What follows belongs to an exercise in optimizing a design on an open flow for small area, a short achievable clock period and few clock cycles; a production flow would make more cautious choices.
No functional check of the RTL was part of any run shown here.

==> flow/design.v <==
module ALU #(
    parameter DATA_W = 32
)
(
    input                       i_clk,    
    input                       i_rst_n,  
    input                       i_valid,  
    input [DATA_W - 1 : 0]      i_A,      
    input [DATA_W - 1 : 0]      i_B,      
    input [         2 : 0]      i_inst,   
    output [2*DATA_W - 1 : 0]   o_data,   
    output                      o_done    
);
    localparam ADD  = 3'd0;
    localparam SUB  = 3'd1;
    localparam AND  = 3'd2;
    localparam OR   = 3'd3;
    localparam SLT  = 3'd4;
    localparam SRA  = 3'd5;
    localparam MUL  = 3'd6;
    localparam DIV  = 3'd7;
    reg        s_mul;    
    reg        s_div;    
    reg        s_al;     
    reg        done;
    reg [63:0] R;        
    reg        Sx;       
    reg [31:0] D;        
    reg [4:0]  cnt;
    reg        fmt_add;  
    reg        fmt_slt;  
    reg        c16;      
    wire idle = ~(s_mul | s_div);
    wire [16:0] o_hi  = {R[31], R[31:16]} + {D[31], D[31:16]} + {16'd0, c16};
    wire        o_sgn = o_hi[16];
    wire        o_ovf = o_hi[16] ^ o_hi[15];
    reg  [31:0] o_lo;
    always @(*) begin
        if (fmt_slt)
            o_lo = {31'd0, o_sgn};
        else if (fmt_add & o_ovf)
            o_lo = {o_sgn, {31{~o_sgn}}};
        else if (fmt_add)
            o_lo = {o_hi[15:0], R[15:0]};
        else
            o_lo = R[31:0];
    end
    assign o_done = done;
    assign o_data = {R[63:32], o_lo};
    wire [31:0] Rhi = R[63:32];
    wire [31:0] Rlo = R[31:0];
    reg b0_one, b0_two, b0_neg, b1_one, b1_two, b1_neg, b2_one, b2_two, b2_neg;
    function [2:0] booth;   
        input hi, mid, lo;
        booth = {mid ^ lo, (hi & ~mid & ~lo) | (~hi & mid & lo), hi};
    endfunction
    wire [38:0] dext = {7'd0, D};
    wire [38:0] p0  = (({39{b0_one}} & dext) | ({39{b0_two}} & {dext[37:0], 1'b0})) ^ {39{b0_neg}};
    wire [38:0] p1m = (({39{b1_one}} & dext) | ({39{b1_two}} & {dext[37:0], 1'b0})) ^ {39{b1_neg}};
    wire [38:0] p2m = (({39{b2_one}} & dext) | ({39{b2_two}} & {dext[37:0], 1'b0})) ^ {39{b2_neg}};
    wire [38:0] p1 = {p1m[36:0], b2_neg, b0_neg};
    wire [38:0] p2 = {p2m[34:0], b2_neg, b2_neg, b1_neg, b1_neg};
    wire [38:0] x0 = {{7{Sx}}, Rhi};
    wire [38:0] s1 = x0 ^ p0 ^ p1;
    wire [38:0] c1 = {(x0[37:0] & p0[37:0]) | (x0[37:0] & p1[37:0]) | (p0[37:0] & p1[37:0]), b2_neg};
    wire [38:0] s2 = s1 ^ c1 ^ p2;
    wire [38:0] c2 = {(s1[37:0] & c1[37:0]) | (s1[37:0] & p2[37:0]) | (c1[37:0] & p2[37:0]), b2_neg};
    wire [38:0] T  = s2 + c2 + {38'd0, b1_neg};
    wire [31:0] m0 = Rhi;
    wire [31:0] m1 = m0 | (m0 >> 1);
    wire [31:0] m2 = m1 | (m1 >> 2);
    wire [31:0] m3 = m2 | (m2 >> 4);
    wire [31:0] m4 = m3 | (m3 >> 8);
    wire [31:0] mA = m4 | (m4 >> 16);
    wire dzero = ~|D;
    wire ok4   = ~|(D & ~(mA >> 4));
    wire ok1   = ~|(D & ~(mA >> 1));
    wire q     = ~T[38];
    wire i_and = (i_inst == AND);
    wire i_or  = (i_inst == OR);
    wire i_sra = (i_inst == SRA);
    wire i_mul = (i_inst == MUL);
    wire i_div = (i_inst == DIV);
    wire i_slt = (i_inst == SLT);
    wire i_sub = (i_inst == SUB) | i_slt;
    wire i_as  = ~i_and & ~i_or & ~i_sra & ~i_mul & ~i_div;    
    wire [31:0] i_bx  = i_B ^ {32{i_sub}};
    wire [16:0] i_sum = {1'b0, i_A[15:0]} + {1'b0, i_bx[15:0]} + {16'd0, i_sub};
    wire [4:0]  shamt = (|i_B[31:5]) ? 5'd31 : i_B[4:0];
    wire [31:0] i_sr  = $signed(i_A) >>> shamt;
    wire [31:0] ld_lo = i_and ? (i_A & i_B) :
                        i_or  ? (i_A | i_B) :
                        i_sra ? i_sr :
                        i_div ? 32'd0 :
                        i_mul ? i_A : {i_A[31:16], i_sum[15:0]};
    wire [31:0] ld_hi = i_A & {32{i_div}};
    always @(posedge i_clk or negedge i_rst_n) begin
        if (!i_rst_n) begin
            s_mul  <= 1'b0;
            s_div  <= 1'b0;
            s_al   <= 1'b0;
            done   <= 1'b0;
        end else begin
            done <= 1'b0;
            if (idle && i_valid) begin
                s_mul <= i_mul;
                s_div <= i_div;
                s_al  <= 1'b0;
                done  <= ~i_mul & ~i_div;
            end
            if (s_mul && cnt == 5'd5) begin
                s_mul <= 1'b0;
                done  <= 1'b1;
            end
            if (s_div) begin
                if (!s_al) begin
                    if (dzero) begin
                        s_div <= 1'b0;
                        done  <= 1'b1;
                    end else if (!ok4 && !ok1) begin
                        s_al <= 1'b1;
                        if (cnt == 5'd0) begin
                            s_div <= 1'b0;
                            done  <= 1'b1;
                        end
                    end
                end else if (cnt == 5'd0) begin
                    s_div <= 1'b0;
                    done  <= 1'b1;
                end
            end
        end
    end
    always @(posedge i_clk) begin
        fmt_add <= idle & i_valid & i_as & ~i_slt;
        fmt_slt <= idle & i_valid & i_slt;
        c16     <= i_sum[16];
        if (idle) begin
            R     <= {ld_hi, ld_lo};
            Sx    <= 1'b0;
            D     <= {i_bx[31:16], i_B[15:0]};
            cnt   <= 5'd0;
            if (i_mul) begin
                {b0_one, b0_two, b0_neg} <= booth(i_A[1], i_A[0], 1'b0);
                {b1_one, b1_two, b1_neg} <= booth(i_A[3], i_A[2], i_A[1]);
                {b2_one, b2_two, b2_neg} <= booth(i_A[5], i_A[4], i_A[3]);
            end else begin
                {b0_one, b0_two, b0_neg} <= 3'b101;
                {b1_one, b1_two, b1_neg} <= 3'b000;
                {b2_one, b2_two, b2_neg} <= 3'b000;
            end
        end
        if (s_mul) begin
            cnt <= cnt + 5'd1;
            if (cnt == 5'd5) begin
                R  <= {T[33:2], T[1:0], Rlo[31:2]};
                Sx <= T[38];
            end else begin
                R  <= {T[37:6], T[5:0], Rlo[31:6]};
                Sx <= T[38];
            end
            if (cnt == 5'd4) begin
                {b0_one, b0_two, b0_neg} <= booth(Rlo[7], Rlo[6], Rlo[5]);
                {b1_one, b1_two, b1_neg} <= {Rlo[7], 2'b00};
                {b2_one, b2_two, b2_neg} <= 3'b000;
            end else begin
                {b0_one, b0_two, b0_neg} <= booth(Rlo[7], Rlo[6], Rlo[5]);
                {b1_one, b1_two, b1_neg} <= booth(Rlo[9], Rlo[8], Rlo[7]);
                {b2_one, b2_two, b2_neg} <= booth(Rlo[11], Rlo[10], Rlo[9]);
            end
        end
        if (s_div) begin
            if (!s_al && dzero) begin
                R[31:0] <= 32'hffffffff;
            end else if (!s_al && ok4) begin
                D   <= D << 4;
                cnt <= cnt + 5'd4;
            end else if (!s_al && ok1) begin
                D   <= D << 1;
                cnt <= cnt + 5'd1;
            end else begin
                if (q) R[63:32] <= T[31:0];
                R[31:0] <= {Rlo[30:0], q};
                D   <= D >> 1;
                cnt <= cnt - 5'd1;
            end
        end
    end
endmodule
==> flow/run.sh <==
#!/bin/bash
# synth_recipe.tcl (not shown) runs the flow's synth.tcl, then flattens the netlist and writes it again
# the make line also repeats each setting of config.mk as NAME=value (left out here)
make -C /OpenROAD-flow-scripts/flow DESIGN_CONFIG=/design/flow/config.mk WORK_HOME=/design/flow/orfs CLKGATE_MAP_FILE= SYNTH_SCRIPT=/design/flow/synth_recipe.tcl finish
==> flow/config.mk <==
export PLATFORM = sky130hd
export DESIGN_NAME = ALU
export DESIGN_NICKNAME = ALU
export VERILOG_FILES = /design/flow/design.v
export SDC_FILE = /design/flow/constraint.sdc
export NUM_CORES = 4
export LEC_CHECK = 0
export CAP_MARGIN = 20
export CORE_MARGIN = 2
export CORE_UTILIZATION = 35
export PLACE_DENSITY = 0.5
export SETUP_SLACK_MARGIN = 3.3
export SLEW_MARGIN = 20
==> flow/constraint.sdc <==
create_clock -name core_clock -period 8.0 [get_ports {i_clk}]
set_input_delay 1.6000 -clock core_clock [delete_from_list [all_inputs] [get_ports {i_clk}]]
set_output_delay 1.6000 -clock core_clock [all_outputs]
set_load 0.01 [all_outputs]
==> results of run 1 <==
==> how the worst max path moves through the flow <==
stage | startpoint | end | slack [ns] | cells after the start
after floorplan | R[16]$_DFF_P_ | o_data[22] | 3.32 | 13
after global placement | i_B[27] | R[1]$_DFF_P_ | 1.88 | 11
after detailed placement | i_B[27] | R[1]$_DFF_P_ | 1.84 | 11
after CTS | R[16]$_DFF_P_ | o_data[5] | 2.69 | 17
after global routing | R[16]$_DFF_P_ | o_data[6] | 2.60 | 17
final | R[16]$_DFF_P_ | o_data[6] | 2.68 | 17
==> synth_stat cells (20+ instances only) <==
cell type | count | area, sq um
nand2_1 | 195 | 732
a21oi_1 | 186 | 931
clkbuf_1 | 167 | 627
o21ai_0 | 160 | 801
xnor2_1 | 149 | 1310
a22oi_1 | 135 | 1010
nor2_1 | 131 | 492
inv_1 | 104 | 390
dfxtp_1 | 102 | 2040
mux2i_1 | 99 | 991
ha_1 | 78 | 976
fa_1 | 77 | 1540
xor2_1 | 52 | 455
nor3_1 | 39 | 195
o211ai_1 | 37 | 278
buf_4 | 36 | 270
o22ai_1 | 35 | 219
nand3_1 | 34 | 170
o21a_1 | 33 | 248
a211oi_1 | 28 | 210
a21o_1 | 28 | 210
o221ai_1 | 25 | 219
a31oi_1 | 23 | 144
mux2_2 | 20 | 225
nor2b_1 | 20 | 125
==> layer usage <==
layer	wire (um)	vias up
met3	7230	256
met1	35100	9696
met5	0	-
li1	-	8665
met4	4610	0
met2	38500	1139
==> layout make-up <==
class                           count  area (sq um)
Tap cell                          680           851
Inverter                          105           400
Timing Repair Buffer              267          2710
Clock inverter                      7           118
Antenna cell                        6          15.0
Clock buffer                       24           503
Sequential cell                   118          2550
Fill cell                        5085         28600
Multi-Input combinational cell   1867         15400
==> kinds of logic (layout without fill, tap and decap cells) <==
| family | count (synthesis) | count (layout) | share of synthesized area, % |
|---|---|---|---|
| AOI/OAI and AO/OA | 837 | 837 | 30.9 |
| xor gates and xnor gates | 201 | 201 | 9.72 |
| adders and majority gates | 161 | 161 | 14.2 |
| buffers and inverters | 340 | 403 | 7.89 |
| DFF | 118 | 118 | 13.8 |
| muxes | 142 | 142 | 9.70 |
| other | 0 | 6 | 0 |
| and+or+nand+nor | 525 | 526 | 13.8 |
==> worst register-to-register path: stages, from the launching register on <==
cell and delay [ns]:
edfxtp_1 0.51, buf_12 0.21, a22oi_2 0.19, xnor2_1 0.17
fa_1 0.46, fa_1 0.49, ha_4 0.33, nand2_1 0.08
o21a_1 0.19, o211ai_1 0.45, a211oi_4 0.15, a211oi_4 0.38
o21ai_2 0.13, buf_4 0.17, a21oi_4 0.15, nor3b_4 0.06
buf_6 0.14, clkbuf_16 0.15, a221o_1 0.26, o32a_1 0.15
==> timing repair <==
action                                  in CTS  in global routing
pin swaps                                   44                 59
endpoints found under the setup margin      97                 91
gates resized for setup                    313                168
setup buffers                               45                 26
gates cloned                                 5                  8
==> metrics by stage <==
| stage | cell area [sq um] |
|---|---|
| 3_5_place_dp | 19700 |
| 5_1_grt | 22500 |
| 6_report | 22600 |
| 4_1_cts | 21400 |
| 2_1_floorplan | 18100 |
| 3_3_place_gp | 19700 |
==> flow_summary.ini, run 1 <==
[sta]
setup_tns_ns = 0
tightest_slew_ns = 1.15
hold_viol = 0
finalWorstSetupSlack_ns = 2.68
fin_skew_ns = 0.0140
setup_viol = 0
final.period_utilization_pct = 66.4
hold_ws_ns = 0.592
fmax_ghz = 0.188
maxSlewHeadroom_pct = 23.4
fin_crit_ns = 5.32
slew_viol_final = 0
grt_setup_unrepaired = yes

[drt]
vias = 19756
drt_iter0_drc = 2386
totalWireLength_um = 85400
drc = 0
routed_via_density = 6.43
wire_per_inst_um = 27.8
firstDrtPassIters = 6
ant_nets = 0

[hold_path]
hold_start = R[4]$_DFF_P_
min_delay_path_depth = 2
min_to = R[5]$_DFF_P_
hold_class = reg -> reg

[logic_synthesis]
synth_seq_cells = 118
async_flop_share_pct = 3.39
avgSynthCellArea_sq_um = 7.79
synthesis.nets = 2549
synth_area_sq_um = 18100
ys_warn_count = 1
synth_cell_types = 84
netlist_instances = 2324
synth_edf_count = 12
synth_seq_area_share_pct = 13.8
ys.flop_type = dfxtp_1

[setup_path]
end_kind = output pin
cpMaxStageDelayCell = fa_2
reg2reg_setup_slack_ns = 3.07
critical_path_arrival_ns = 3.72
cp.required_ns = 6.40
cp_cell_sequence = fa_2 > inv_2 > fa_2 > nor2b_2 > o21a_1 > o21ai_2 > a21oi_4 > o311ai_4 > a21oi_2 > buf_4 > a32oi_4 > o32ai_2 > buf_6 > buf_6 > buf_12 > o21a_1 > buf_2
max_stage_delay_ns = 0.40
start_kind = register
r2r-start = b0_one$_DFFE_PP_
criticalPathCategory = reg -> out
critPathTopFamily = compound AO/OA/AOI/OAI gates
path_max_fanout = 5
path_buf_inv = 6
reg2reg_to = R[57]$_DFF_P_
reg2reg_depth = 19

[layout]
syn_to_final_growth_pct = 24.6
regMostFlops = R
instances_no_fill = 3074
drive_gt1_share_pct = 19.2
mostFrequentLayoutCells = nand2_1, a21oi_1, xnor2_1
final_common_cell = nand2_1
nets = 2601
final_util_pct = 44.1
largest_reg_flops = 64
top_regs = R (64), D (32), cnt (5)

[floorplanning]
die_area_sq_um = 53600
start_util_pct = 35.4
placementRows = 83
io_pins = 135
fp.dieW_um = 231
die_h_um = 231
coreArea_sq_um = 51200

[clock_tree]
cts_tree = built
cts_made_buffers = 17
htree_levels = 4
hold_buffers = 0
clock_latency_ns = 0.46
clockBufferDepth = 2
cts-root-buf = clkbuf_16
clk_pin_slew_ns = 0.06
numClockSinks = 118

[placement]
place_hpwl_um = 61200
portBuffers = 134
placedCellCount = 2953
preCtsSetupSlack_ns = 1.84
gp_congestion = 0.998

[run]
max-cap-violations = 0

[global_route]
grtUsageMet2_pct = 48.0
busiest_layer = met2
grtUsageMet1_pct = 40.6
grt_pass1_wl_um = 123000
antenna_found_initial = 4
grt_pass1_vias = 18773
grt_max_degree = 59
grt.total_usage_pct = 30.4
met3_usage_pct = 4.64
grt_overflow = 0

[status]
status = complete, no violations
==> run 2: changes to the inputs <==
--- a/flow/design.v
+++ b/flow/design.v
@@ -31,7 +31,7 @@
     reg        fmt_slt;  
-    reg        c16;      
+    reg        c24;      
     wire idle = ~(s_mul | s_div);
-    wire [16:0] o_hi  = {R[31], R[31:16]} + {D[31], D[31:16]} + {16'd0, c16};
-    wire        o_sgn = o_hi[16];
-    wire        o_ovf = o_hi[16] ^ o_hi[15];
+    wire [8:0]  o_hi  = {R[31], R[31:24]} + {D[31], D[31:24]} + {8'd0, c24};
+    wire        o_sgn = o_hi[8];
+    wire        o_ovf = o_hi[8] ^ o_hi[7];
     reg  [31:0] o_lo;
@@ -43,3 +43,3 @@
         else if (fmt_add)
-            o_lo = {o_hi[15:0], R[15:0]};
+            o_lo = {o_hi[7:0], R[23:0]};
         else
@@ -87,3 +87,3 @@
     wire [31:0] i_bx  = i_B ^ {32{i_sub}};
-    wire [16:0] i_sum = {1'b0, i_A[15:0]} + {1'b0, i_bx[15:0]} + {16'd0, i_sub};
+    wire [24:0] i_sum = {1'b0, i_A[23:0]} + {1'b0, i_bx[23:0]} + {24'd0, i_sub};
     wire [4:0]  shamt = (|i_B[31:5]) ? 5'd31 : i_B[4:0];
@@ -94,3 +94,3 @@
                         i_div ? 32'd0 :
-                        i_mul ? i_A : {i_A[31:16], i_sum[15:0]};
+                        i_mul ? i_A : {i_A[31:24], i_sum[23:0]};
     wire [31:0] ld_hi = i_A & {32{i_div}};
@@ -136,3 +136,3 @@
         fmt_slt <= idle & i_valid & i_slt;
-        c16     <= i_sum[16];
+        c24     <= i_sum[24];
         if (idle) begin
@@ -140,3 +140,3 @@
             Sx    <= 1'b0;
-            D     <= {i_bx[31:16], i_B[15:0]};
+            D     <= {i_bx[31:24], i_B[23:0]};
             cnt   <= 5'd0;
==> run 2 against run 1 <==
Against the previous run:
- via count is 10% higher
- global-route usage grew 7.0 points
- sequential share of layout area decreased by 0.78 points
- critical endpoint is now o_data[24]
- maximum frequency up 2.3%
- non-clock buffer count rose by 87
- critical path type unchanged
- critical path depth unchanged
- utilization is 2.6 points higher
==> flow_summary.ini, run 2 <==
[sta]
fin_skew_ns = 0.0155
maxSlewHeadroom_pct = 21.7
setup_viol = 0
final.period_utilization_pct = 65.0
tightest_slew_ns = 1.17
hold_viol = 0
fin_crit_ns = 5.20
grt_setup_unrepaired = yes
fmax_ghz = 0.192
setup_tns_ns = 0
slew_viol_final = 0

[layout]
mostFrequentLayoutCells = nand2_1, a21oi_1, buf_4
drive_gt1_share_pct = 22.6
nets = 2790
final_util_pct = 46.7
largest_reg_flops = 64
syn_to_final_growth_pct = 31.4
regMostFlops = R
instances_no_fill = 3260
top_regs = R (64), D (32), cnt (5)
final_common_cell = nand2_1

[logic_synthesis]
synth_seq_area_share_pct = 13.7
async_flop_share_pct = 3.39
synth_edf_count = 12
synth.area.mux_share_pct = 7.57
ys_warn_count = 1
yosys.area.top_type_share_pct = 11.2
synth.most_common_cell = nand2_1
synthAdderAreaFrac_pct = 14.0
ys.flop_type = dfxtp_1
synth_top_family_by_area = compound AO/OA/AOI/OAI gates
synth_area_sq_um = 18300
synth_commonest_cells = nand2_1, a21oi_1, clkbuf_1
synthesis.nets = 2657
avgSynthCellArea_sq_um = 7.53
netlist_instances = 2432
synth_compound_area_share_pct = 31.9
synthSimpleGateAreaFrac_pct = 15.7
synth_cell_types = 85
synth_seq_cells = 118
synth_area_leaders = dfxtp_1, fa_1, xnor2_1
yosysTopAreaCell = dfxtp_1
synth-xor-area-share_pct = 9.23

[clock_tree]
cts-root-buf = clkbuf_16
clk_pin_slew_ns = 0.06
hold_buffers = 0
clock_latency_ns = 0.50
clockBufferDepth = 2
numClockSinks = 118
cts_tree = built
htree_levels = 4
cts_made_buffers = 17

[setup_path]
criticalPathCategory = reg -> out
end_kind = output pin
cp.required_ns = 6.40
r2r-start = b1_two$_DFFE_PP_
critical_path_arrival_ns = 3.60
start_kind = register
reg2reg_to = R[63]$_DFF_P_
path_max_fanout = 8
cp_cell_sequence = fa_2 > inv_2 > fa_2 > nor2b_4 > o21ai_2 > a21boi_2 > o21ai_1 > nand2b_1 > a211o_1 > mux2i_4 > and2_4 > a21oi_4 > buf_6 > buf_8 > buf_6 > o211a_1 > buf_2
reg2reg_depth = 20
cpMaxStageDelayCell = fa_2
max_stage_delay_ns = 0.42
reg2reg_setup_slack_ns = 3.03

[drt]
drt_iter0_drc = 2813
wire_per_inst_um = 32.0
ant_nets = 0
totalWireLength_um = 104000
firstDrtPassIters = 7
vias = 21813
drc = 0
routed_via_density = 6.69

[floorplanning]
fp.dieW_um = 233
io_pins = 135
die_h_um = 233
coreArea_sq_um = 51500
start_util_pct = 35.5
die_area_sq_um = 54100
placementRows = 83

[hold_path]
min_delay_path_depth = 2
hold_class = reg -> reg
min_to = R[23]$_DFF_P_
hold_start = R[22]$_DFF_P_

[run]
max-cap-violations = 0

[global_route]
antenna_found_initial = 2
grt_overflow = 0
grt.total_usage_pct = 37.4
grt_pass1_wl_um = 146000
grt_pass1_vias = 20568
grt_max_degree = 61

[placement]
portBuffers = 134
gp_congestion = 1.06
placedCellCount = 3076
place_hpwl_um = 71800

[status]
status = complete, no violations
## run 2: cell count changes after synthesis, moves of 21 or more
| cell | change |
|---|---|
| o21ai_0 | -31 |
| a21oi_1 | +25 |
| nor2_1 | +25 |
| nand3_1 | +21 |
| nand2_1 | +52 |
## run 2: cells by family (layout without fill, tap and decap cells)
| group | after synthesis | after routing |
|---|---|---|
| AO/OA/AOI/OAI | 875 | 875 |
| XOR/XNOR | 193 | 193 |
| adder cells (fa/ha/maj) | 159 | 159 |
| buffers and inverters | 349 | 493 |
| flip-flops | 118 | 118 |
| multiplexers | 111 | 111 |
| other | 0 | 2 |
| AND/OR/NAND/NOR | 627 | 629 |
## run 2: how the worst max path moves through the flow
stage                   from            end  slack, ns  depth (start not counted)
3_5_place_dp   D[24]$_DFF_P_     o_data[12]       1.80                         15
2_1_floorplan      i_inst[1]  R[22]$_DFF_P_       3.29                         17
6_report       R[24]$_DFF_P_     o_data[24]       2.80                         17
5_1_grt        R[24]$_DFF_P_     o_data[24]       2.66                         17
3_3_place_gp   D[24]$_DFF_P_     o_data[12]       1.80                         15
4_1_cts        D[24]$_DFF_P_     o_data[24]       2.80                         17
## run 2: per-stage QoR
step	worst slack [ns]	hold WS, ns	cell area (sq um)
after detailed placement	1.80	0.573	20100
final	2.80	0.587	24100
after global routing	2.66	0.602	24100
after floorplan	3.29	0.454	18400
after global placement	1.80	0.581	20100
after CTS	2.80	0.587	23000
## run 2: cell type report
class	count	area, sq um
fill	5124	27500
multi-input combinational	1967	16000
timing repair buffer	354	3610
sequential	118	2540
tap	680	851
clock buffer	19	433
inverter	107	412
clock inverter	13	181
antenna	2	5.00
## run 2: worst max-delay path: cells and delay by family, from the launching register on
family          cells  cell delay (ns)
simple gates        3             0.42
buf+inv             5             0.58
mux                 1             0.19
fa+ha+maj           2             0.64
flops               1             0.35
compound gates      6             0.91
## run 2: routing by layer
| metal | share of wire (%) | vias to the layer above | GRT usage, % | wire length, um |
|---|---|---|---|---|
| met1 | 38 | 10694 | 46.3 | 39700 |
| met5 | 0 | - | 0 | 0 |
| met3 | 10 | 398 | 8.43 | 10400 |
| met2 | 44 | 1483 | 58.1 | 45700 |
| met4 | 8.2 | 0 | 24.9 | 8520 |
| li1 | - | 9238 | - | - |
## run 2: timing repair
action,in CTS,in global routing
gates resized for setup,413,153
cloned,17,4
endpoints found under the setup margin,98,88
pin swaps,105,70
setup buffers,103,26

-- re-timing with driven ports --
Ports are ideal in the flow. The routed layouts listed here were re-timed in OpenROAD. Step 1: set_driving_cell puts a clkbuf_16 on i_clk and a buf_2 on each other input, an assumption about the parent block. Step 2, shift: input delay + t, output delay - t, t = (earliest + latest rising clock arrival at the registers) / 2. This alone moves slack from input paths to output paths. Slacks: no drivers / after step 1 / after step 2; pairs: no drivers / after step 1.
run	t, ns	setup slack, ns	worst setup path at the end	clock arrival spread, ns	worst data-port slew with drivers (ns)
run 1	0.513	2.684 / 2.628 / 2.826	input to register	0.014 / 0.014	0.06
run 2	0.548	2.802 / 2.748 / 2.634	input to register	0.016 / 0.015	0.04
After both steps setup and hold are still met in every run listed. The setup slack of run 2, which loses most, moves by -0.054 ns with the drivers and by -0.168 ns with both steps.
